Source: an optimization exercise on an open RTL-to-GDS flow (aim: small area and a short achievable clock period). Production flows keep margins and buffers that such runs may drop. Only simulation tests tie the RTL to the original design; equivalence was not proved.

Setup of the previous run:
==> module sm_lane, before the edit <==
module sm_lane (
  input         clk,
  input         rst,
  input         en,
  input  [7:0]  data,
  input  [4:0]  addr,
  output [10:0] out1,
  output [10:0] out2,
  output [10:0] t
);
  reg [7:0] d;
  always @(posedge clk)
    if (rst) d <= data;
  wire [7:0] n  = -d;
  wire       nz = |d;
  wire [2:0] a = addr[2:0];
  wire       sn1 = en & addr[4];
  reg        sn2;
  reg  [1:0] k1, k2;
  always @(*) begin
    if (!en) begin
      sn2 = 1'b0; k1 = 2'd0; k2 = 2'd0;
    end else if (!addr[4]) begin
      case (a)
        3'd0: begin k1 = 2'd0; sn2 = 1'b1; k2 = 2'd0; end
        3'd1: begin k1 = 2'd2; sn2 = 1'b1; k2 = 2'd3; end
        3'd2: begin k1 = 2'd1; sn2 = 1'b1; k2 = 2'd2; end
        3'd3: begin k1 = 2'd2; sn2 = 1'b0; k2 = 2'd3; end
        3'd4: begin k1 = 2'd0; sn2 = 1'b1; k2 = 2'd1; end
        3'd5: begin k1 = 2'd1; sn2 = 1'b0; k2 = 2'd3; end
        3'd6: begin k1 = 2'd1; sn2 = 1'b0; k2 = 2'd2; end
        default: begin k1 = 2'd0; sn2 = 1'b1; k2 = 2'd3; end
      endcase
    end else begin
      case (a)
        3'd0: begin k1 = 2'd1; sn2 = 1'b1; k2 = 2'd1; end
        3'd1: begin k1 = 2'd0; sn2 = 1'b0; k2 = 2'd3; end
        3'd2: begin k1 = 2'd1; sn2 = 1'b1; k2 = 2'd2; end
        3'd3: begin k1 = 2'd1; sn2 = 1'b1; k2 = 2'd3; end
        3'd4: begin k1 = 2'd0; sn2 = 1'b0; k2 = 2'd1; end
        3'd5: begin k1 = 2'd2; sn2 = 1'b1; k2 = 2'd3; end
        3'd6: begin k1 = 2'd1; sn2 = 1'b0; k2 = 2'd2; end
        default: begin k1 = 2'd2; sn2 = 1'b0; k2 = 2'd3; end
      endcase
    end
  end
  wire [7:0] v1 = sn1 ? n : d;
  wire [7:0] v2 = sn2 ? n : d;
  wire       f1 = sn1 & nz;
  wire       f2 = sn2 & nz;
  wire [10:0] x1 = k1[0] ? {f1, v1, 2'b00} : {v1, 3'b000};
  wire [10:0] x2 = k2[0] ? {f2, v2, 2'b00} : {v2, 3'b000};
  assign out1 = k1[1] ? {f1, f1, x1[10:2]} : x1;
  assign out2 = k2[1] ? {f2, f2, x2[10:2]} : x2;
  assign t = (addr[4:3] == 2'b01) ? {d, 3'b000} :
             (addr[4:3] == 2'b10) ? {n, 3'b000} : 11'd0;
endmodule
clock: 13.0 ns
lec_check: 0
cap_margin: 20
core_margin: 2
core_utilization: 50
cts_buf_list: sky130_fd_sc_hd__clkbuf_4 sky130_fd_sc_hd__clkbuf_8
gpl_timing_driven: 0
place_density: 0.62
slew_margin: 20
standard.sh (not shown) runs the stock make flow with config.mk's settings and CLKGATE_MAP_FILE= SYNTH_SCRIPT=/design/flow/synth_recipe.tcl, a recipe that flattens the netlist after the stock synthesis.
==> flow/flow/run.sh <==
#!/bin/bash
# The standard ORFS layout (standard.sh, unchanged synthesis) with two changes
# before global placement:
#  - the buffers that synthesis left in the netlist are removed, as the
#    standard flow does only when timing-driven placement is on;
#  - every port gets a sky130_fd_sc_hd__buf_1 as its buffer rather than the
#    larger cell buffer_ports picks by default (the resizer may still upsize it).
# make's whole output goes to standard.log; ORFS keeps each step's log under orfs/logs.
set -euo pipefail
work=$(pwd)
export PRE_GLOBAL_PLACE_TCL="$work/flow/pre_global_place.tcl"
export BUFFER_PORTS_ARGS="-buffer_cell sky130_fd_sc_hd__buf_1"
bash standard.sh > "$work/standard.log" 2>&1
==> flow/flow/pre_global_place.tcl <==
# Sourced by ORFS's global_place.tcl before it buffers the ports.
remove_buffers
> inputs changed (the previous run -> the current run)
--- a/flow/design.v
+++ b/flow/design.v
@@ -46,14 +46,17 @@
   end
   wire [7:0] v1 = sn1 ? n : d;
   wire [7:0] v2 = sn2 ? n : d;
   wire       f1 = sn1 & nz;
   wire       f2 = sn2 & nz;
-  wire [10:0] x1 = k1[0] ? {f1, v1, 2'b00} : {v1, 3'b000};
-  wire [10:0] x2 = k2[0] ? {f2, v2, 2'b00} : {v2, 3'b000};
-  assign out1 = k1[1] ? {f1, f1, x1[10:2]} : x1;
-  assign out2 = k2[1] ? {f2, f2, x2[10:2]} : x2;
+  assign out1 = ({11{k1 == 2'd0}} & {v1, 3'b000}) |
+                ({11{k1 == 2'd1}} & {f1, v1, 2'b00}) |
+                ({11{k1 == 2'd2}} & {f1, f1, v1, 1'b0});
+  assign out2 = ({11{k2 == 2'd0}} & {v2, 3'b000}) |
+                ({11{k2 == 2'd1}} & {f2, v2, 2'b00}) |
+                ({11{k2 == 2'd2}} & {f2, f2, v2, 1'b0}) |
+                ({11{k2 == 2'd3}} & {f2, f2, f2, v2});
   assign t = (addr[4:3] == 2'b01) ? {d, 3'b000} :
              (addr[4:3] == 2'b10) ? {n, 3'b000} : 11'd0;
 endmodule
 module sub_module16(
   input clk,rst,en,
==> notes.md <==
- Both conditions hold for the current run: the flow ran to the end and the final layout passed the timing, design-rule and antenna checks.
- Looking at inverter count of the layout excluding clock inverters, the current run sits above the previous run.
- As far as final antenna diode count goes, the previous run and the current run are indistinguishable; the numbers are identical.
- Summary: first-iteration DRC count, the current run worse than the previous run
- Going from the previous run to the current run, the wire length was found to have gone up by 6.2%.
- The final reports for the current run and the previous run show global placement routability congestion higher in the former.
- Diff the previous run -> the current run: distinct cell type count of the synthesized netlist saw an increase, post-layout worst setup margin now smaller.

separate check: timing with driven ports:
The results above use ideal ports. As a check the final layouts listed here were re-extracted and re-timed, cells and wires unchanged.
Step 1: set_driving_cell puts a clkbuf_16 on clk and a buf_2 on each other input, an assumption about the parent block.
Step 2 moves the port delays by t, midway between the first and last clock arrival at a register: inputs arrive t later, outputs are due t later. That takes back most of the time a late clock gives input paths.
a / b / c = no drivers / after step 1 / after step 2; a / b = the first two.
| run | t, ns | setup WS [ns] | worst setup path at the end | latest minus earliest clock arrival (ns) | worst slew at a driven data input, ns |
|---|---|---|---|---|---|
| the previous run | 0.470 | 0.398 / 0.360 / 0.360 | input to output | 0.018 / 0.018 | 0.07 |
| the current run | 0.486 | 0.370 / 0.309 / 0.309 | input to output | 0.016 / 0.016 | 0.10 |
After both steps setup and hold are still met in every run listed. The setup slack of the current run, which loses most, moves by -0.061 ns with the drivers and by -0.061 ns with both steps.
